This is an optimization exercise on Yosys and OpenROAD, whose aim is small area, not a production implementation.
Function was not checked in any run shown here: the RTL went through the layout flow alone.

==> flow/design.v (outline; a module is shown in full before it is edited, if it fits) <==
// module PID: 963 lines
// module FA: 4 lines
// module ControlLoop: 35 lines
// module MotorDriver: 76 lines
// module HA: 4 lines
// module bb8_drive: 38 lines
module bb8_drive (
  input  logic              clock,
  input  logic              reset,    
  input  logic              run_en,
  input  logic signed [8:0] pitch_kP, pitch_kI, pitch_kD,
  input  logic signed [8:0] yaw_kP, yaw_kI, yaw_kD,
  input  logic signed [9:0] mpu_pitch, mpu_yaw,
  input  logic signed [8:0] set_pitch, set_yaw,
  output logic signed [9:0] target_speed_left, target_speed_right,
  output logic              step_l, dir_l,
  output logic              step_r, dir_r,
  output logic              en_n
);
  // ...
==> flow/flow/run.sh <==
#!/bin/bash
# Own layout flow: the standard ORFS flow (standard.sh) unchanged except
# that the buffers global placement puts on every input and output port are
# the smallest buffer, sky130_fd_sc_hd__buf_1, instead of the cell
# buffer_ports picks by itself (clkdlybuf4s50_1).  repair_design still runs
# after it and fixes any slew or capacitance the small buffers cause.
# make's output goes to flow_make.log; each ORFS step keeps its own log under
# orfs/logs/.
set -euo pipefail
bash standard.sh "BUFFER_PORTS_ARGS=-buffer_cell sky130_fd_sc_hd__buf_1" finish > flow_make.log 2>&1
==> flow/standard.sh <==
#!/bin/bash
# synth_recipe.tcl (not shown) runs the flow's synth.tcl, then flattens the netlist and writes it again
# the make line also repeats each setting of config.mk as NAME=value (left out here)
make -C /OpenROAD-flow-scripts/flow DESIGN_CONFIG=/design/flow/config.mk WORK_HOME=/design/flow/orfs CLKGATE_MAP_FILE= SYNTH_SCRIPT=/design/flow/synth_recipe.tcl "${@:-finish}"
==> flow/config.mk <==
export PLATFORM = sky130hd
export DESIGN_NAME = bb8_drive
export DESIGN_NICKNAME = bb8_drive
export VERILOG_FILES = /design/flow/design.v
export SDC_FILE = /design/flow/constraint.sdc
export NUM_CORES = 4
export LEC_CHECK = 0
export CAP_MARGIN = 20
export CORE_MARGIN = 2
export CORE_UTILIZATION = 40
export SLEW_MARGIN = 20
export SYNTH_HIERARCHICAL = 1
==> flow/constraint.sdc <==
create_clock -name core_clock -period 130.0 [get_ports {clock}]
set_input_delay 26.0000 -clock core_clock [delete_from_list [all_inputs] [get_ports {clock}]]
set_output_delay 26.0000 -clock core_clock [all_outputs]
set_load 0.01 [all_outputs]
==> results_dict.tcl, run 1 <==
set metrics [dict create \
    grt_first_pass_wirelength_mm 106 \
    groute.layer.met2.usage 0.348 \
    nNetsFinal 3216 \
    status "timing/DRC/antenna clean" \
    inv_count 81 \
    signal_buffer_area_fraction 0.0289 \
    synth_largest_type_area_fraction 0.509 \
    n_multi_input_combinational_cell 1868 \
    crit_slowest_cell "sky130_fd_sc_hd__fa_1" \
    std_cell_rows 92 \
    critPathKind "primary input to output port" \
    routed-wl-met2_mm 31.8 \
    critPathCaptureType "output port" \
    avgSynthCellArea_sq_um 11.0 \
    clock_latency_ns 0.50 \
    synthCells 2291 \
    final_hold_viol_count 0 \
    crit_arrival_ns 51.80 \
    layout_common_cells "sky130_fd_sc_hd__fa_1, sky130_fd_sc_hd__nand2_1, sky130_fd_sc_hd__ha_1, sky130_fd_sc_hd__dfxtp_1, sky130_fd_sc_hd__buf_1" \
    synth_top_cell_by_area "sky130_fd_sc_hd__fa_1" \
    maxClockFrequency_mhz 12.9 \
    diodes 1 \
    startpoint_type "primary input" \
    clock_sink_count 184 \
    floorplan.initialDensity 0.403 \
    drtIter0Drc 1200 \
    yosys_warnings 9 \
    placeableCoreArea_sq_mm 0.0629 \
    antenna_violations_before_repair 0 \
    num_io_pins 120 \
    topRoutingLayerUsed "met4" \
    ys_ff_latch 184 \
    synth.cell_area_sq_mm 0.0253 \
    synth-compound-area-share 0.0246 \
    layout_setup_ws_ns 52.20 \
]
==> run 2, diff against run 1 <==
--- a/flow/config.mk
+++ b/flow/config.mk
@@ -8,5 +8,6 @@
 export CAP_MARGIN = 20
 export CORE_MARGIN = 2
 export CORE_UTILIZATION = 40
+export CTS_BUF_LIST = sky130_fd_sc_hd__clkbuf_8
 export SLEW_MARGIN = 20
 export SYNTH_HIERARCHICAL = 1
==> results_dict.tcl, run 2 <==
set metrics [dict create \
    avgViaCountPerCell 5.24 \
    tritoncts.num_buffers 17 \
    number_of_enable_flip_flop_cells_after_synthesis 0 \
    yosys_warnings 9 \
    final_max_slew_viol_count 0 \
    gr-total-overflow 0 \
    postCtsSetupRepairBufs 0 \
    post_cts_resized 0 \
    ys.flop_type "sky130_fd_sc_hd__dfxtp_1" \
    timing.final.crit_share 0.598 \
    fill_cells 5966 \
    crit_slowest_cell "sky130_fd_sc_hd__fa_1" \
    synth.top_cells.by_area "sky130_fd_sc_hd__fa_1, sky130_fd_sc_hd__dfxtp_1, sky130_fd_sc_hd__nand2_1" \
    delay_of_the_slowest_cell_on_the_worst_path_ns 1.03 \
    fp.dieH_microns 256 \
    std_cell_rows 92 \
    synth.cell_area_sq_mm 0.0253 \
    avgSynthCellArea_sq_um 11.0 \
    layout_common_cells "sky130_fd_sc_hd__fa_1, sky130_fd_sc_hd__nand2_1, sky130_fd_sc_hd__ha_1, sky130_fd_sc_hd__dfxtp_1, sky130_fd_sc_hd__buf_1" \
    antenna_left 0 \
    critical-path-top-cell-by-count "sky130_fd_sc_hd__fa_1" \
    design.die.area_sq_mm 0.0653 \
    crit_path_max_fanout 30 \
    routedWlPerCell_microns 20.7 \
    drtIter0Drc 1164 \
    largest_net_degree_at_the_start_of_global_routing 40 \
    status "timing/DRC/antenna clean" \
    crit_arrival_ns 51.76 \
    area.growth.synth_to_final_pct 5.92 \
    placed_area_sq_mm 0.0263 \
    cts.htree.levels 4 \
    timing.max_slew.rel_slack 0.277 \
    route.detailed.drc 0 \
    timing.max_cap.violations 0 \
    netlist-cell-type-count 47 \
    yosys.cell_count.top_type "sky130_fd_sc_hd__fa_1" \
    tightest_slew_ns 1.08 \
    final_hold_viol_count 0 \
    cts.path.max_buffers 2 \
    synth.yosys.seq_area_share 0.156 \
    layout_commonest_cell "sky130_fd_sc_hd__fa_1" \
    nNetsFinal 3215 \
    io_buffer_count 117 \
    drive_gt1_frac 0.0414 \
    maxClockFrequency_mhz 12.9 \
    num_io_pins 120 \
    drt_pass1_iterations 5 \
    grt_first_pass_wirelength_mm 106 \
    worst_hold_path_type "register to register" \
    finalWeightedCongestion 0.897 \
    synth_largest_type_area_fraction 0.509 \
    critPathCaptureType "output port" \
    die_x_microns 256 \
    finClkSkew_ns 0.0220 \
    critPathKind "primary input to output port" \
    cts_tree "yes" \
    design_area_sq_mm 0.0268 \
    unrepaired_setup_endpoints_after_global_routing "false" \
    postCtsHoldBufs 0 \
    finalSetupViolations 0 \
    antenna_violations_before_repair 0 \
    clock_sink_count 184 \
    floorplan.initialDensity 0.403 \
    vias 16600 \
    worst-endpoint-required_ns 104.00 \
    grt.total_usage 0.211 \
    placeableCoreArea_sq_mm 0.0629 \
    ys_ff_latch 184 \
    root_buffer "sky130_fd_sc_hd__clkbuf_8" \
    clock_latency_ns 0.57 \
    first_global_vias 19400 \
    diodes 0 \
    synth_top_cell_by_area "sky130_fd_sc_hd__fa_1" \
    startpoint_type "primary input" \
    synthCells 2291 \
    synthArstFlopShare 0.293 \
    dpl.hpwl_mm 52.0 \
    yosys-top-cells-count "sky130_fd_sc_hd__fa_1, sky130_fd_sc_hd__nand2_1, sky130_fd_sc_hd__ha_1" \
    wl_mm 65.5 \
    final.min_clock_period_ns 77.76 \
    clkTransAtPathRegs_ns 0.09 \
    fin_setup_tns_ns 0 \
]
==> run 2: cell counts after synthesis <==
No cell type changed its count.
==> run 2: worst paths after layout <==
check / slack, ns / cells after the start / to / startpoint
worst max-delay path: 52.24 / 65 / target_speed_left[2] / set_yaw[0]
worst min-delay path: 0.52 / 1 / controlloop.pitch_pid.integ[16]$_DFF_PP0_ / controlloop.pitch_pid.integ[16]$_DFF_PP0_
worst max register to register: 101.16 / 81 / motor_r.n[10]$_SDFF_PP0_ / controlloop.yaw_pid.prev_e[0]$_DFF_PP0_
worst min register to register: 0.52 / 1 / controlloop.pitch_pid.integ[16]$_DFF_PP0_ / controlloop.pitch_pid.integ[16]$_DFF_PP0_
max in group asynchronous: 103.75 / 2 / controlloop.yaw_pid.integ[1]$_DFF_PP0_ / reset
min in group asynchronous: 25.75 / 2 / controlloop.pitch_pid.prev_e[0]$_DFF_PP0_ / reset
==> run 2: cells by family (layout without fill, tap and decap cells) <==
kind of cell	Yosys count	count (layout)	share of synthesized area
AND/OR/NAND/NOR	846	846	0.146
flip-flops	184	184	0.156
XOR/XNOR	76	76	0.0286
adder cells (fa/ha/maj)	816	816	0.594
multiplexers	18	18	0.00712
buffers and inverters	241	269	0.0426
other	6	8	0.000890
AO/OA/AOI/OAI	104	104	0.0246
==> run 2: cell type report <==
cell class	count	area, sq um	share of cell area
clock inverter	11	146	0.00546
sequential	184	3950	0.148
multi-input combinational	1868	20300	0.757
tap	846	1060	0.0395
clock buffer	21	289	0.0108
inverter	81	304	0.0113
timing repair buffer	156	752	0.0281
==> run 2: critical path: cells and delay by family <==
kind            cells  cell delay, ns
buf+inv             8            0.64
fa+ha+maj          44           20.86
xor+xnor            5            1.61
compound gates      1            0.65
simple gates        7            1.98
==> run 2: metal layers <==
metal  GRT usage  vias up  share of wire
met4      0.0819        0          0.034
met5           0        -              0
met1       0.270     8600           0.39
li1            -     7057              -
met3      0.0569      152          0.090
met2       0.344      779           0.48
==> run 2: stage by stage <==
stage / setup WS, ns / std cells / util / hold slack [ns]
final: 52.24 / 3167 / 0.426 / 0.525
after global routing: 51.32 / 3167 / 0.426 / 0.543
after CTS: 52.25 / 3166 / 0.426 / 0.522
after detailed placement: 52.28 / 3134 / 0.419 / 0.505
after global placement: 52.63 / 3134 / 0.419 / 0.507
after floorplan: 54.45 / 2293 / - / 0.473
==> run 2: per-module statistics from Yosys, one instance, submodules excluded <==
module	cells inside	times used	cell area, sq um
ControlLoop	62	1	397
MotorDriver	235	2	2460
FA	1	644	20.0
bb8_drive	23	1	191
PID	501	2	2890
HA	1	90	12.5
==> module ControlLoop, before the edit <==
module ControlLoop (
  input  logic       clock, reset,
  input  logic [8:0] pitch_kP, pitch_kI, pitch_kD,
  input  logic [8:0] yaw_kP, yaw_kI, yaw_kD,
  input  logic [8:0] mpu_pitch, mpu_yaw,
  input  logic [8:0] set_pitch, set_yaw,
  output logic [9:0] target_speed_left, target_speed_right
);
  logic [9:0] pn, yn;     
  PID pitch_pid (.clock(clock), .reset(reset), .KP(pitch_kP), .KI(pitch_kI), .KD(pitch_kD),
                 .set_point(set_pitch), .process_point(mpu_pitch), .out_n(pn));
  PID yaw_pid   (.clock(clock), .reset(reset), .KP(yaw_kP), .KI(yaw_kI), .KD(yaw_kD),
                 .set_point(set_yaw), .process_point(mpu_yaw), .out_n(yn));
  logic [10:0] l, r, ln, rn;
  logic [10:0] lc, rc;
  assign lc[0] = 1'b1;
  assign rc[0] = 1'b0;
  genvar i;
  generate for (i = 0; i < 10; i = i + 1) begin : g_mix
    FA fal (.a(pn[i]), .b(yn[i]), .ci(lc[i]), .s(ln[i]), .co(lc[i+1]));
    FA far (.a(pn[i]), .b(~yn[i]), .ci(rc[i]), .s(rn[i]), .co(rc[i+1]));
  end endgenerate
  assign ln[10] = pn[9] ^ yn[9] ^ lc[10];
  assign rn[10] = pn[9] ^ ~yn[9] ^ rc[10];
  assign l = ~ln;
  assign r = ~rn;
  always_comb begin
    if (!l[10] && l[9])                        target_speed_left = 10'd511;
    else if (l[10] && (!l[9] || l[8:0] == 9'd0)) target_speed_left = 10'b1000000001;
    else                                       target_speed_left = l[9:0];
    if (!r[10] && r[9])                        target_speed_right = 10'd511;
    else if (r[10] && (!r[9] || r[8:0] == 9'd0)) target_speed_right = 10'b1000000001;
    else                                       target_speed_right = r[9:0];
  end
endmodule
==> module MotorDriver, before the edit <==
module MotorDriver (
  input  logic       clock,
  input  logic       reset,
  input  logic       run_en,
  input  logic [8:0] speed,
  output logic       step
);
  localparam logic [26:0] R_INIT = 27'd99998978;    
  localparam logic [26:0] N_INIT = 27'd3;           
  logic        hi, lo;        
  logic [26:0] n;             
  logic [26:0] r;
  logic [8:0]  sn;            
  logic go, hend, gt, inc;
  assign go   = run_en & (|speed);
  assign hend = n[8] & n[7] & n[6] & n[5] & n[4] & n[2] & n[1];    
  assign gt   = speed > ~sn;
  assign inc  = hi | (lo & go & ~gt);
  logic [26:0] n1;
  logic [27:0] nc;
  assign nc[0] = 1'b1;
  genvar i;
  generate for (i = 0; i < 27; i = i + 1) begin : g_n
    HA ha (.a(n[i]), .b(nc[i]), .s(n1[i]), .co(nc[i+1]));
  end endgenerate
  logic [8:0] t;
  logic [9:0] tc;
  assign tc[0] = 1'b1;
  generate for (i = 0; i < 9; i = i + 1) begin : g_t
    FA fa (.a(r[i]), .b(sn[i]), .ci(tc[i]), .s(t[i]), .co(tc[i+1]));
  end endgenerate
  logic b9, borrow;
  assign b9     = ~tc[9];
  assign borrow = b9 & ~(|r[26:9]);             
  logic [8:0] u;
  logic [9:0] uc;
  assign uc[0] = 1'b0;
  generate for (i = 0; i < 9; i = i + 1) begin : g_u
    FA fa (.a(n[i]), .b(t[i]), .ci(uc[i]), .s(u[i]), .co(uc[i+1]));
  end endgenerate
  logic [17:0] x, y;
  logic [18:0] xb;
  assign x     = r[26:9] | ({18{borrow}} & n[26:9]);    
  assign xb[0] = borrow ? ~uc[9] : b9;
  generate for (i = 0; i < 18; i = i + 1) begin : g_x
    assign y[i]    = x[i] ^ xb[i];
    assign xb[i+1] = ~x[i] & xb[i];
  end endgenerate
  logic [26:0] r_nx;
  assign r_nx = {y, borrow ? u : t};
  logic [8:0] sn1;
  logic [9:0] sb;
  assign sb[0] = borrow;
  generate for (i = 0; i < 9; i = i + 1) begin : g_s
    HA ha (.a(sn[i]), .b(sb[i]), .s(sn1[i]), .co(sb[i+1]));
  end endgenerate
  always_ff @(posedge clock) begin
    if (reset) begin
      hi <= 1'b0;
      lo <= 1'b0;
    end else begin
      hi <= (~hi & ~lo & go) | (hi & ~hend) | (lo & go & gt);
      lo <= (hi & hend) | (lo & go & ~gt);
    end
    if (reset || !inc) begin
      n <= N_INIT;
      r <= R_INIT;
      sn <= 9'd0;
    end else begin
      n <= n1;
      r <= r_nx;
      sn <= sn1;
    end
  end
  assign step = hi;
endmodule
==> run 3, diff against run 2 <==
--- a/flow/design.v
+++ b/flow/design.v
@@ -980,10 +980,12 @@
                  .set_point(set_yaw), .process_point(mpu_yaw), .out_n(yn));
   logic [10:0] l, r, ln, rn;
   logic [10:0] lc, rc;
-  assign lc[0] = 1'b1;
-  assign rc[0] = 1'b0;
+  assign ln[0] = ~(pn[0] ^ yn[0]);
+  assign lc[1] = pn[0] | yn[0];
+  assign rn[0] = pn[0] ^ ~yn[0];
+  assign rc[1] = pn[0] & ~yn[0];
   genvar i;
-  generate for (i = 0; i < 10; i = i + 1) begin : g_mix
+  generate for (i = 1; i < 10; i = i + 1) begin : g_mix
     FA fal (.a(pn[i]), .b(yn[i]), .ci(lc[i]), .s(ln[i]), .co(lc[i+1]));
     FA far (.a(pn[i]), .b(~yn[i]), .ci(rc[i]), .s(rn[i]), .co(rc[i+1]));
   end endgenerate
@@ -1020,15 +1022,17 @@
   assign inc  = hi | (lo & go & ~gt);
   logic [26:0] n1;
   logic [27:0] nc;
-  assign nc[0] = 1'b1;
+  assign n1[0] = ~n[0];
+  assign nc[1] = n[0];
   genvar i;
-  generate for (i = 0; i < 27; i = i + 1) begin : g_n
+  generate for (i = 1; i < 27; i = i + 1) begin : g_n
     HA ha (.a(n[i]), .b(nc[i]), .s(n1[i]), .co(nc[i+1]));
   end endgenerate
   logic [8:0] t;
   logic [9:0] tc;
-  assign tc[0] = 1'b1;
-  generate for (i = 0; i < 9; i = i + 1) begin : g_t
+  assign t[0]  = ~(r[0] ^ sn[0]);
+  assign tc[1] = r[0] | sn[0];
+  generate for (i = 1; i < 9; i = i + 1) begin : g_t
     FA fa (.a(r[i]), .b(sn[i]), .ci(tc[i]), .s(t[i]), .co(tc[i+1]));
   end endgenerate
   logic b9, borrow;
@@ -1036,8 +1040,9 @@
   assign borrow = b9 & ~(|r[26:9]);             
   logic [8:0] u;
   logic [9:0] uc;
-  assign uc[0] = 1'b0;
-  generate for (i = 0; i < 9; i = i + 1) begin : g_u
+  assign u[0]  = n[0] ^ t[0];
+  assign uc[1] = n[0] & t[0];
+  generate for (i = 1; i < 9; i = i + 1) begin : g_u
     FA fa (.a(n[i]), .b(t[i]), .ci(uc[i]), .s(u[i]), .co(uc[i+1]));
   end endgenerate
   logic [17:0] x, y;
==> flow/flow/run.sh (replaced) <==
#!/bin/bash
# Own layout flow: the standard ORFS flow (standard.sh) with these
# settings changed, to keep the buffering the layout adds small:
#  - the buffer put on every input and output port is the smallest buffer,
#    sky130_fd_sc_hd__buf_1 (BUFFER_PORTS_ARGS); repair_design still fixes any
#    slew or capacitance it causes;
#  - the buffers ABC inserts are removed at floorplan (REMOVE_ABC_BUFFERS=1)
#    and global placement is not timing driven, so it keeps no buffers of its
#    own (the clock period leaves > 50 ns of slack);
#  - clock tree: clkbuf_8 buffers and no dummy loads (CTS_ARGS).
# Synthesis, floorplan, power grid, taps and routing are the standard flow.
# make's output goes to flow_make.log; each ORFS step keeps its own log under
# orfs/logs/.
set -euo pipefail
bash standard.sh \
  "BUFFER_PORTS_ARGS=-buffer_cell sky130_fd_sc_hd__buf_1" \
  REMOVE_ABC_BUFFERS=1 \
  GPL_TIMING_DRIVEN=0 \
  "CTS_ARGS=-sink_clustering_enable -repair_clock_nets -dont_use_dummy_load -buf_list sky130_fd_sc_hd__clkbuf_8" \
  finish > flow_make.log 2>&1
--- a/flow/config.mk
+++ b/flow/config.mk
@@ -8,6 +8,5 @@
 export CAP_MARGIN = 20
 export CORE_MARGIN = 2
 export CORE_UTILIZATION = 40
-export CTS_BUF_LIST = sky130_fd_sc_hd__clkbuf_8
 export SLEW_MARGIN = 20
 export SYNTH_HIERARCHICAL = 1
==> results_dict.tcl, run 3 <==
set metrics [dict create \
    status "timing/DRC/antenna clean" \
    cts.htree.levels 4 \
    postCtsHoldBufs 0 \
    avgViaCountPerCell 5.41 \
    yosys-top-cells-count "sky130_fd_sc_hd__fa_1, sky130_fd_sc_hd__nand2_1, sky130_fd_sc_hd__ha_1" \
    yosys_warnings 9 \
    synth.cell_area_sq_mm 0.0255 \
    synthArstFlopShare 0.293 \
    postCtsSetupRepairBufs 0 \
    num_io_pins 120 \
    vias 16900 \
    first_global_vias 19700 \
    fp.dieH_microns 256 \
    floorplan.initialDensity 0.404 \
    finalWeightedCongestion 0.892 \
    root_buffer "sky130_fd_sc_hd__clkbuf_8" \
    timing.max_slew.rel_slack 0.236 \
    tightest_slew_ns 1.15 \
    clkTransAtPathRegs_ns 0.08 \
    synth-compound-area-share 0.0268 \
    pre_cts_slack_ns 52.45 \
    layout_common_cells "sky130_fd_sc_hd__fa_1, sky130_fd_sc_hd__nand2_1, sky130_fd_sc_hd__ha_1, sky130_fd_sc_hd__dfxtp_1, sky130_fd_sc_hd__buf_1" \
    post_cts_resized 0 \
    netlist-cell-type-count 51 \
    final_max_slew_viol_count 0 \
    grt_first_pass_wirelength_mm 108 \
    layout_setup_ws_ns 52.43 \
    die_x_microns 256 \
    synth_top_cell_by_area "sky130_fd_sc_hd__fa_1" \
    synth_top_family_by_area "adder cells" \
    design_area_sq_mm 0.0264 \
    gr-total-overflow 0 \
    timing.max_cap.violations 0 \
    route.detailed.drc 0 \
    synthCells 2305 \
    crit_slowest_cell "sky130_fd_sc_hd__fa_1" \
    nNetsFinal 3178 \
    placed_area_sq_mm 0.0262 \
    clock_sink_count 184 \
    layout_commonest_cell "sky130_fd_sc_hd__fa_1" \
    portion_of_netlist_area_occupied_by_mux_cells 0.00629 \
    cts_tree "yes" \
    routedWlPerCell_microns 21.3 \
    critPathCaptureType "output port" \
    cts.path.max_buffers 2 \
    number_of_enable_flip_flop_cells_after_synthesis 0 \
    antenna_left 0 \
    diodes 0 \
    final.min_clock_period_ns 77.57 \
    design.die.area_sq_mm 0.0657 \
    final_hold_viol_count 0 \
    critPathKind "primary input to output port" \
    avgSynthCellArea_sq_um 11.1 \
    placeableCoreArea_sq_mm 0.0631 \
    synth.top_cells.by_area "sky130_fd_sc_hd__fa_1, sky130_fd_sc_hd__dfxtp_1, sky130_fd_sc_hd__nand2_1" \
    finClkSkew_ns 0.0353 \
    delay_of_the_slowest_cell_on_the_worst_path_ns 0.99 \
    maxClockFrequency_mhz 12.9 \
    ys_ff_latch 184 \
    synth_fa_ha_area_frac 0.587 \
    fin_setup_tns_ns 0 \
    timing.final.crit_share 0.597 \
    synth.yosys.seq_area_share 0.155 \
    final_core_utilization 0.419 \
    drtIter0Drc 1337 \
    drt_pass1_iterations 5 \
    grt.total_usage 0.212 \
    crit_path_max_fanout 30 \
    antenna_violations_before_repair 1 \
    ys.flop_type "sky130_fd_sc_hd__dfxtp_1" \
    io_buffer_count 117 \
    crit_arrival_ns 51.57 \
    area.growth.synth_to_final_pct 3.78 \
    dpl.hpwl_mm 52.2 \
    synthSimpleGateAreaFrac 0.148 \
    startpoint_type "primary input" \
    largest_net_degree_at_the_start_of_global_routing 51 \
    unrepaired_setup_endpoints_after_global_routing "false" \
    yosys.area_share.xor_xnor 0.0285 \
    yosys.cell_count.top_type "sky130_fd_sc_hd__fa_1" \
    worst-endpoint-required_ns 104.00 \
    finalSetupViolations 0 \
    worst_hold_path_type "register to register" \
    critical-path-top-cell-by-count "sky130_fd_sc_hd__fa_1" \
    synth_largest_type_area_fraction 0.501 \
    fill_cells 6060 \
    clock_latency_ns 0.53 \
    wl_mm 66.5 \
    std_cell_rows 92 \
    drive_gt1_frac 0.0286 \
    tritoncts.num_buffers 17 \
]
[run 3: changes by cell type in the layout (fill, tap and decap cells not counted), sizes merged, moves of 6 or more]
cell / before / now
a21o: 16 / 10
and2: 86 / 21
and3: 2 / 68
buf: 156 / 121
conb: 8 / 0
fa: 644 / 638
nand2: 616 / 582
nand3: 2 / 34
nor2: 34 / 16
nor3: 2 / 32
o21ai: 20 / 10
[run 3: critical path: cells and delay by family]
family                     cells  cell delay [ns]
AOI/OAI and AO/OA              1             0.67
xor gates and xnor gates       5             1.47
adders and majority gates     44            20.94
buffers and inverters          6             0.51
and+or+nand+nor                7             2.00
[run 3: cell families (layout without fill, tap and decap cells)]
group,Yosys count,count (layout)
flip-flops,184,184
adder cells (fa/ha/maj),814,814
AND/OR/NAND/NOR,850,850
multiplexers,16,16
AO/OA/AOI/OAI,104,104
buffers and inverters,261,227
XOR/XNOR,76,76
[run 3: through the flow]
stage | std cells | hold WS, ns
after floorplan | 2133 | 0.389
after global placement | 3096 | 0.401
after detailed placement | 3100 | 0.408
after CTS | 3117 | 0.428
after global routing | 3117 | 0.449
final | 3117 | 0.431
[run 3: Yosys stat by module, one instance, submodules excluded]
module,cell area [sq um],flops+latches,cells
bb8_drive,191,0,23
MotorDriver,2600,65,248
HA,12.5,0,1
FA,20.0,0,1
ControlLoop,423,0,58
PID,2890,27,501
[run 3: layer usage]
metal / wire length [microns] / up-vias / global-route usage
met5: 0 / - / 0
met3: 5920 / 159 / 0.0542
met2: 31700 / 791 / 0.345
li1: - / 7122 / -
met4: 1820 / 0 / 0.0644
met1: 27000 / 8794 / 0.279
[run 3: final timing paths]
kind                                                           start                                   endpoint  slack (ns)  cells past startpoint
max                                                     set_pitch[0]                      target_speed_right[8]       52.43                     63
min                                          motor_r.n[0]$_SDFF_PP1_                    motor_r.n[0]$_SDFF_PP1_        0.43                      1
max reg2reg                controlloop.pitch_pid.prev_e[0]$_DFF_PP0_                    motor_l.r[7]$_SDFF_PP0_      101.72                     75
min reg2reg                                  motor_r.n[0]$_SDFF_PP1_                    motor_r.n[0]$_SDFF_PP1_        0.43                      1
max in group asynchronous                                      reset  controlloop.pitch_pid.prev_e[6]$_DFF_PP0_      103.51                      2
min in group asynchronous                                      reset    controlloop.yaw_pid.prev_e[4]$_DFF_PP0_       26.08                      2
[run 3: area by class of cell]
| class | instances | area, sq um | area share |
|---|---|---|---|
| multi-input combinational | 1860 | 20300 | 0.769 |
| sequential | 184 | 3950 | 0.150 |
| tap | 846 | 1060 | 0.0400 |
| timing repair buffer | 121 | 517 | 0.0195 |
| inverter | 89 | 334 | 0.0126 |
| clock buffer | 17 | 234 | 0.00885 |
==> run 4, diff against run 3 <==
--- a/flow/config.mk
+++ b/flow/config.mk
@@ -5,8 +5,8 @@
 export SDC_FILE = /design/flow/constraint.sdc
 export NUM_CORES = 4
 export LEC_CHECK = 0
-export CAP_MARGIN = 20
+export CAP_MARGIN = 5
 export CORE_MARGIN = 2
 export CORE_UTILIZATION = 40
-export SLEW_MARGIN = 20
+export SLEW_MARGIN = 5
 export SYNTH_HIERARCHICAL = 1
==> results_dict.tcl, run 4 <==
set metrics [dict create \
    crit_slowest_cell "sky130_fd_sc_hd__fa_1" \
    timing.max_slew.rel_slack 0.167 \
    dpl.hpwl_mm 52.1 \
    crit_path_max_fanout 30 \
    routedWlPerCell_microns 21.3 \
    synthCells 2305 \
    unrepaired_setup_endpoints_after_global_routing "false" \
    worst_hold_path_type "register to register" \
    yosys.cell_count.top_type "sky130_fd_sc_hd__fa_1" \
    first_global_vias 19700 \
    cts_tree "yes" \
    groute.layer.met2.usage 0.343 \
    finalSetupViolations 0 \
    timing.max_cap.violations 0 \
    vias 17000 \
    avgViaCountPerCell 5.44 \
    worst-endpoint-required_ns 104.00 \
    root_buffer "sky130_fd_sc_hd__clkbuf_8" \
    yosys-top-cells-count "sky130_fd_sc_hd__fa_1, sky130_fd_sc_hd__nand2_1, sky130_fd_sc_hd__ha_1" \
    synth_largest_type_area_fraction 0.501 \
    synth.top_cells.by_area "sky130_fd_sc_hd__fa_1, sky130_fd_sc_hd__dfxtp_1, sky130_fd_sc_hd__nand2_1" \
    family_with_the_most_delay_on_the_worst_path "adder cells" \
    io_buffer_count 117 \
    synth.cell_area_sq_mm 0.0255 \
    finClkSkew_ns 0.0338 \
    avgSynthCellArea_sq_um 11.1 \
    std_cell_rows 92 \
    number_of_enable_flip_flop_cells_after_synthesis 0 \
    path_buf_inv 6 \
    layout_setup_ws_ns 52.34 \
    tightest_slew_ns 1.25 \
    netlist-cell-type-count 51 \
    ys.flop_type "sky130_fd_sc_hd__dfxtp_1" \
    final_max_slew_viol_count 0 \
    area.growth.synth_to_final_pct 3.71 \
    largest_net_degree_at_the_start_of_global_routing 51 \
    clock_sink_count 184 \
    route.detailed.drc 0 \
    layout_commonest_cell "sky130_fd_sc_hd__fa_1" \
    delay_of_the_slowest_cell_on_the_worst_path_ns 1.02 \
    startpoint_type "primary input" \
    timing.final.crit_share 0.597 \
    grtUsageMet3 0.0593 \
    clock_latency_ns 0.52 \
    rr_worst_depth 75 \
    grt_first_pass_wirelength_mm 108 \
    post_cts_resized 0 \
    antenna_left 0 \
    tritoncts.num_buffers 17 \
    gr-total-overflow 0 \
    cts.htree.levels 4 \
    die_x_microns 256 \
    floorplan.initialDensity 0.404 \
    synthArstFlopShare 0.293 \
    drive_gt1_frac 0.0260 \
    worst_hold_path.num_cells 1 \
    drtIter0Drc 1290 \
    nNetsFinal 3176 \
    status "timing/DRC/antenna clean" \
    design.die.area_sq_mm 0.0657 \
    cts.path.max_buffers 2 \
    crit_arrival_ns 51.66 \
    critical-path-top-cell-by-count "sky130_fd_sc_hd__fa_1" \
    layout_common_cells "sky130_fd_sc_hd__fa_1, sky130_fd_sc_hd__nand2_1, sky130_fd_sc_hd__ha_1, sky130_fd_sc_hd__dfxtp_1, sky130_fd_sc_hd__buf_1" \
    grt.total_usage 0.212 \
    placeableCoreArea_sq_mm 0.0631 \
    maxClockFrequency_mhz 12.9 \
    ys_ff_latch 184 \
    drt_pass1_iterations 5 \
    num_io_pins 120 \
    critPathCaptureType "output port" \
    antenna_violations_before_repair 2 \
    final.min_clock_period_ns 77.66 \
    postCtsSetupRepairBufs 0 \
    critPathKind "primary input to output port" \
    final_hold_viol_count 0 \
    reg2reg_slack_ns 101.68 \
    fp.dieH_microns 256 \
    postCtsHoldBufs 0 \
    wl_mm 66.5 \
    synth.yosys.seq_area_share 0.155 \
    clkTransAtPathRegs_ns 0.09 \
    fin_setup_tns_ns 0 \
    yosys_warnings 9 \
    finalWeightedCongestion 0.892 \
    placed_area_sq_mm 0.0262 \
    pre_cts_slack_ns 52.42 \
    synth_top_cell_by_area "sky130_fd_sc_hd__fa_1" \
    grtUsageMet1 0.276 \
    top_usage_layer "met2" \
    design_area_sq_mm 0.0264 \
    worst-path-stages 63 \
]
[run 4: cell counts after synthesis]
No cell type changed its count.
[run 4: layout make-up]
class	count	area, sq um
multi-input cells	1860	20300
diodes	3	7.51
inverters	89	334
flip-flops and latches	184	3950
well taps	846	1060
fillers	6002	36700
repair buffers	119	494
clock buffers	17	234
[run 4: per-module statistics from Yosys (local to each module, per instance)]
module	flops+latches	cells
PID	27	501
MotorDriver	65	248
ControlLoop	0	58
bb8_drive	0	23
FA	0	1
HA	0	1
[run 4: per-stage QoR]
stage,util,hold slack [ns],std cells
CTS,0.419,0.429,3115
global placement,0.414,0.401,3096
detailed placement,0.415,0.408,3098
global route,0.419,0.467,3116
finish,0.419,0.429,3118
floorplan,-,0.389,2133
[run 4: cell families (layout without fill, tap and decap cells)]
kind of cell | count (synthesis) | after routing | share of synthesized area
compound gates | 104 | 104 | 0.0268
other cells | 0 | 3 | 0
buf+inv | 261 | 225 | 0.0476
mux | 16 | 16 | 0.00629
simple gates | 850 | 850 | 0.148
fa+ha+maj | 814 | 814 | 0.587
flops | 184 | 184 | 0.155
xor+xnor | 76 | 76 | 0.0285
[run 4: per-layer routing]
layer | share of wire | wire length [microns]
met5 | 0 | 0
met4 | 0.033 | 2180
met3 | 0.086 | 5750
met2 | 0.48 | 31600
met1 | 0.40 | 26900
[run 4: final timing paths]
path	from	endpoint
setup reg to reg	controlloop.pitch_pid.prev_e[0]$_DFF_PP0_	motor_l.r[7]$_SDFF_PP0_
min in group asynchronous	reset	controlloop.yaw_pid.integ[7]$_DFF_PP0_
setup / recovery	set_pitch[0]	target_speed_right[8]
max in group asynchronous	reset	controlloop.yaw_pid.prev_e[8]$_DFF_PP0_
hold reg to reg	motor_r.n[0]$_SDFF_PP1_	motor_r.n[0]$_SDFF_PP1_
hold / removal	motor_r.n[0]$_SDFF_PP1_	motor_r.n[0]$_SDFF_PP1_
==> module bb8_drive, before the edit <==
module bb8_drive (
  input  logic              clock,
  input  logic              reset,    
  input  logic              run_en,
  input  logic signed [8:0] pitch_kP, pitch_kI, pitch_kD,
  input  logic signed [8:0] yaw_kP, yaw_kI, yaw_kD,
  input  logic signed [9:0] mpu_pitch, mpu_yaw,
  input  logic signed [8:0] set_pitch, set_yaw,
  output logic signed [9:0] target_speed_left, target_speed_right,
  output logic              step_l, dir_l,
  output logic              step_r, dir_r,
  output logic              en_n
);
  ControlLoop controlloop (.clock(clock), .reset(reset),
                           .pitch_kP(pitch_kP), .pitch_kI(pitch_kI), .pitch_kD(pitch_kD),
                           .yaw_kP(yaw_kP), .yaw_kI(yaw_kI), .yaw_kD(yaw_kD),
                           .mpu_pitch(mpu_pitch[8:0]), .mpu_yaw(mpu_yaw[8:0]),
                           .set_pitch(set_pitch), .set_yaw(set_yaw),
                           .target_speed_left(target_speed_left),
                           .target_speed_right(target_speed_right));
  logic [8:0] speed_l, speed_r;
  assign dir_l   = ~target_speed_left[9];
  assign dir_r   = ~target_speed_right[9];
  logic [8:0] xl, xr;
  logic [9:0] cl, cr;
  assign xl = target_speed_left[8:0]  ^ {9{target_speed_left[9]}};
  assign xr = target_speed_right[8:0] ^ {9{target_speed_right[9]}};
  assign cl[0] = target_speed_left[9];
  assign cr[0] = target_speed_right[9];
  genvar i;
  generate for (i = 0; i < 9; i = i + 1) begin : g_abs
    HA hal (.a(xl[i]), .b(cl[i]), .s(speed_l[i]), .co(cl[i+1]));
    HA har (.a(xr[i]), .b(cr[i]), .s(speed_r[i]), .co(cr[i+1]));
  end endgenerate
  MotorDriver motor_l (.clock(clock), .reset(reset), .run_en(run_en), .speed(speed_l), .step(step_l));
  MotorDriver motor_r (.clock(clock), .reset(reset), .run_en(run_en), .speed(speed_r), .step(step_r));
  assign en_n = ~run_en;
endmodule
==> run 5, diff against run 4 <==
--- a/flow/design.v
+++ b/flow/design.v
@@ -1006,7 +1006,7 @@
   input  logic       clock,
   input  logic       reset,
   input  logic       run_en,
-  input  logic [8:0] speed,
+  input  logic [9:0] target,     
   output logic       step
 );
   localparam logic [26:0] R_INIT = 27'd99998978;    
@@ -1015,16 +1015,23 @@
   logic [26:0] n;             
   logic [26:0] r;
   logic [8:0]  sn;            
+  logic [8:0] xt;
+  logic [9:0] gc;
+  assign xt    = target[8:0] ^ {9{target[9]}};
+  assign gc[0] = target[9];
+  genvar i;
+  generate for (i = 0; i < 9; i = i + 1) begin : g_gt
+    assign gc[i+1] = (sn[i] & xt[i]) | (sn[i] & gc[i]) | (xt[i] & gc[i]);
+  end endgenerate
   logic go, hend, gt, inc;
-  assign go   = run_en & (|speed);
+  assign go   = run_en & (|target);
   assign hend = n[8] & n[7] & n[6] & n[5] & n[4] & n[2] & n[1];    
-  assign gt   = speed > ~sn;
+  assign gt   = gc[9];
   assign inc  = hi | (lo & go & ~gt);
   logic [26:0] n1;
   logic [27:0] nc;
   assign n1[0] = ~n[0];
   assign nc[1] = n[0];
-  genvar i;
   generate for (i = 1; i < 27; i = i + 1) begin : g_n
     HA ha (.a(n[i]), .b(nc[i]), .s(n1[i]), .co(nc[i+1]));
   end endgenerate
@@ -1105,21 +1112,9 @@
                            .set_pitch(set_pitch), .set_yaw(set_yaw),
                            .target_speed_left(target_speed_left),
                            .target_speed_right(target_speed_right));
-  logic [8:0] speed_l, speed_r;
-  assign dir_l   = ~target_speed_left[9];
-  assign dir_r   = ~target_speed_right[9];
-  logic [8:0] xl, xr;
-  logic [9:0] cl, cr;
-  assign xl = target_speed_left[8:0]  ^ {9{target_speed_left[9]}};
-  assign xr = target_speed_right[8:0] ^ {9{target_speed_right[9]}};
-  assign cl[0] = target_speed_left[9];
-  assign cr[0] = target_speed_right[9];
-  genvar i;
-  generate for (i = 0; i < 9; i = i + 1) begin : g_abs
-    HA hal (.a(xl[i]), .b(cl[i]), .s(speed_l[i]), .co(cl[i+1]));
-    HA har (.a(xr[i]), .b(cr[i]), .s(speed_r[i]), .co(cr[i+1]));
-  end endgenerate
-  MotorDriver motor_l (.clock(clock), .reset(reset), .run_en(run_en), .speed(speed_l), .step(step_l));
-  MotorDriver motor_r (.clock(clock), .reset(reset), .run_en(run_en), .speed(speed_r), .step(step_r));
+  assign dir_l = ~target_speed_left[9];
+  assign dir_r = ~target_speed_right[9];
+  MotorDriver motor_l (.clock(clock), .reset(reset), .run_en(run_en), .target(target_speed_left), .step(step_l));
+  MotorDriver motor_r (.clock(clock), .reset(reset), .run_en(run_en), .target(target_speed_right), .step(step_r));
   assign en_n = ~run_en;
 endmodule
--- a/flow/config.mk
+++ b/flow/config.mk
@@ -5,8 +5,8 @@
 export SDC_FILE = /design/flow/constraint.sdc
 export NUM_CORES = 4
 export LEC_CHECK = 0
-export CAP_MARGIN = 5
+export CAP_MARGIN = 20
 export CORE_MARGIN = 2
 export CORE_UTILIZATION = 40
-export SLEW_MARGIN = 5
+export SLEW_MARGIN = 20
 export SYNTH_HIERARCHICAL = 1
==> results_dict.tcl, run 5 <==
set metrics [dict create \
    crit_slowest_cell "sky130_fd_sc_hd__fa_1" \
    routedWlPerCell_microns 21.2 \
    timing.final.crit_share 0.597 \
    vias 16900 \
    num_io_pins 120 \
    layout_common_cells "sky130_fd_sc_hd__fa_1, sky130_fd_sc_hd__nand2_1, sky130_fd_sc_hd__ha_1, sky130_fd_sc_hd__dfxtp_1, sky130_fd_sc_hd__buf_1" \
    fill_cells 5857 \
    status "timing/DRC/antenna clean" \
    final.min_clock_period_ns 77.65 \
    synth.cell_area_sq_mm 0.0252 \
    avgViaCountPerCell 5.42 \
    final_hold_viol_count 0 \
    clock_sink_count 184 \
    nNetsFinal 3143 \
    route.detailed.drc 0 \
    drtIter0Drc 1291 \
    first_global_vias 19200 \
    delay_of_the_slowest_cell_on_the_worst_path_ns 0.84 \
    cts_tree "yes" \
    netlist-cell-type-count 54 \
    avgSynthCellArea_sq_um 11.0 \
    area.growth.synth_to_final_pct 4.20 \
    antenna_violations_before_repair 1 \
    drt_pass1_iterations 6 \
    gr-total-overflow 0 \
    cts.path.max_buffers 2 \
    floorplan.initialDensity 0.402 \
    dpl.hpwl_mm 51.8 \
    synthCells 2303 \
    tritoncts.num_buffers 17 \
    fin_setup_tns_ns 0 \
    number_of_enable_flip_flop_cells_after_synthesis 0 \
    io_buffer_count 117 \
    maxClockFrequency_mhz 12.9 \
    grt_first_pass_wirelength_mm 107 \
    clkTransAtPathRegs_ns 0.09 \
    finClkSkew_ns 0.0428 \
    layout_commonest_cell "sky130_fd_sc_hd__fa_1" \
    ys_ff_latch 184 \
    largest_net_degree_at_the_start_of_global_routing 48 \
    critical-path-top-cell-by-count "sky130_fd_sc_hd__fa_1" \
    synthArstFlopShare 0.293 \
    clock_latency_ns 0.54 \
    root_buffer "sky130_fd_sc_hd__clkbuf_8" \
    final_max_slew_viol_count 0 \
    unrepaired_setup_endpoints_after_global_routing "false" \
    std_cell_rows 92 \
    yosys_warnings 9 \
    wl_mm 66.1 \
    yosys-top-cells-count "sky130_fd_sc_hd__fa_1, sky130_fd_sc_hd__nand2_1, sky130_fd_sc_hd__ha_1" \
    synth.yosys.seq_area_share 0.157 \
    crit_arrival_ns 51.65 \
    startpoint_type "primary input" \
    antenna_left 0 \
    postCtsHoldBufs 0 \
    postCtsSetupRepairBufs 0 \
    critPathCaptureType "output port" \
    fp.dieH_microns 255 \
    crit_path_max_fanout 33 \
    worst_hold_path_type "register to register" \
    post_cts_resized 0 \
    synth_largest_type_area_fraction 0.506 \
    synth.top_cells.by_area "sky130_fd_sc_hd__fa_1, sky130_fd_sc_hd__dfxtp_1, sky130_fd_sc_hd__nand2_1" \
    drive_gt1_frac 0.0282 \
    worst-endpoint-required_ns 104.00 \
    cts.htree.levels 4 \
    finalWeightedCongestion 0.887 \
    design.die.area_sq_mm 0.0651 \
    tightest_slew_ns 1.09 \
    timing.max_cap.violations 0 \
    placeableCoreArea_sq_mm 0.0627 \
    yosys.cell_count.top_type "sky130_fd_sc_hd__fa_1" \
    finalSetupViolations 0 \
    critPathKind "primary input to output port" \
    synth_top_cell_by_area "sky130_fd_sc_hd__fa_1" \
    timing.max_slew.rel_slack 0.272 \
    grt.total_usage 0.216 \
    die_x_microns 255 \
    ys.flop_type "sky130_fd_sc_hd__dfxtp_1" \
]
==> run 5: path summary, 6_finish.rpt <==
| kind | end | slack (ns) | startpoint | cells after the start |
|---|---|---|---|---|
| max | target_speed_right[4] | 52.35 | set_pitch[0] | 63 |
| min | motor_r.n[0]$_SDFF_PP1_ | 0.43 | motor_r.n[0]$_SDFF_PP1_ | 1 |
| max reg2reg | motor_l.n[6]$_SDFF_PP0_ | 103.32 | controlloop.pitch_pid.prev_e[0]$_DFF_PP0_ | 66 |
| min reg2reg | motor_r.n[0]$_SDFF_PP1_ | 0.43 | motor_r.n[0]$_SDFF_PP1_ | 1 |
| max in group asynchronous | controlloop.yaw_pid.prev_e[6]$_DFF_PP0_ | 103.58 | reset | 2 |
| min in group asynchronous | controlloop.pitch_pid.integ[12]$_DFF_PP0_ | 26.02 | reset | 2 |
==> run 5: area by class of cell <==
class                           count  area [sq um]  area share
Sequential cell                   184          3950       0.150
Clock buffer                       17           234     0.00890
Antenna cell                        1          2.50   0.0000952
Tap cell                          846          1060      0.0403
Inverter                          103           387      0.0147
Timing Repair Buffer              122           544      0.0207
Multi-Input combinational cell   1844         20100       0.765
==> run 5: critical path: cells and delay by family <==
family          cells  cell delay (ns)
fa+ha+maj          44            20.87
simple gates        7             2.00
xor+xnor            5             1.45
compound gates      1             0.73
buf+inv             6             0.57
==> run 5: routing by layer <==
metal	global-route usage	part of all wire	vias up
met5	0	0	-
met4	0.0705	0.027	0
met3	0.0584	0.084	147
met2	0.351	0.49	757
met1	0.281	0.40	8831
li1	-	-	7149
==> run 5: cell families (layout without fill, tap and decap cells) <==
family	Yosys count	in the layout	synth area share
other	0	1	0
flip-flops	184	184	0.157
XOR/XNOR	62	62	0.0240
AO/OA/AOI/OAI	254	254	0.0657
buffers and inverters	275	242	0.0482
AND/OR/NAND/NOR	730	730	0.122
multiplexers	16	16	0.00635
adder cells (fa/ha/maj)	782	782	0.577
==> run 5: modules after synthesis, one instance, submodules excluded <==
module / area, sq um / flops+latches
PID: 2890 / 27
bb8_drive: 11.3 / 0
FA: 20.0 / 0
HA: 12.5 / 0
MotorDriver: 2680 / 65
ControlLoop: 423 / 0
==> run 5: stage by stage <==
stage | util | instance area (sq um) | hold WS, ns | cells | worst slack [ns]
after floorplan | - | 24400 | 0.390 | 2131 | 54.31
after global placement | 0.413 | 25900 | 0.407 | 3094 | 52.57
after detailed placement | 0.415 | 26000 | 0.411 | 3099 | 52.37
after CTS | 0.419 | 26300 | 0.434 | 3116 | 52.34
after global routing | 0.419 | 26300 | 0.463 | 3117 | 51.48
final | 0.419 | 26300 | 0.433 | 3117 | 52.35

## separate check: timing with driven ports
How much do the figures lean on ideal ports? The routed layouts below were timed once more, with nothing changed but the port constraints. Step 1 sets driving cells, clkbuf_16 on the clock port and buf_2 on the other inputs (assumed; they add their load-dependent delay and slew). Step 2 adds t to the input delays and takes it off the output delays; t is the mean of the earliest and latest rising clock arrival at the registers after step 1. Input paths then give back, and output paths get back, about the clock's delay inside the block. Three values: no drivers, after step 1, after step 2; two values: the first two.
run | t (ns) | setup WS [ns] | worst hold slack (ns) | clock arrival spread, ns
run 1 | 0.548 | 52.204 / 52.176 / 52.176 | 0.524 / 0.524 / 0.524 | 0.013 / 0.013
run 2 | 0.611 | 52.242 / 52.214 / 52.214 | 0.525 / 0.525 / 0.525 | 0.023 / 0.023
run 3 | 0.558 | 52.431 / 52.409 / 52.409 | 0.431 / 0.431 / 0.431 | 0.035 / 0.036
run 4 | 0.561 | 52.341 / 52.318 / 52.318 | 0.429 / 0.429 / 0.429 | 0.034 / 0.034
run 5 | 0.569 | 52.354 / 52.331 / 52.331 | 0.433 / 0.433 / 0.433 | 0.042 / 0.042
After both steps every run listed still meets setup and hold.
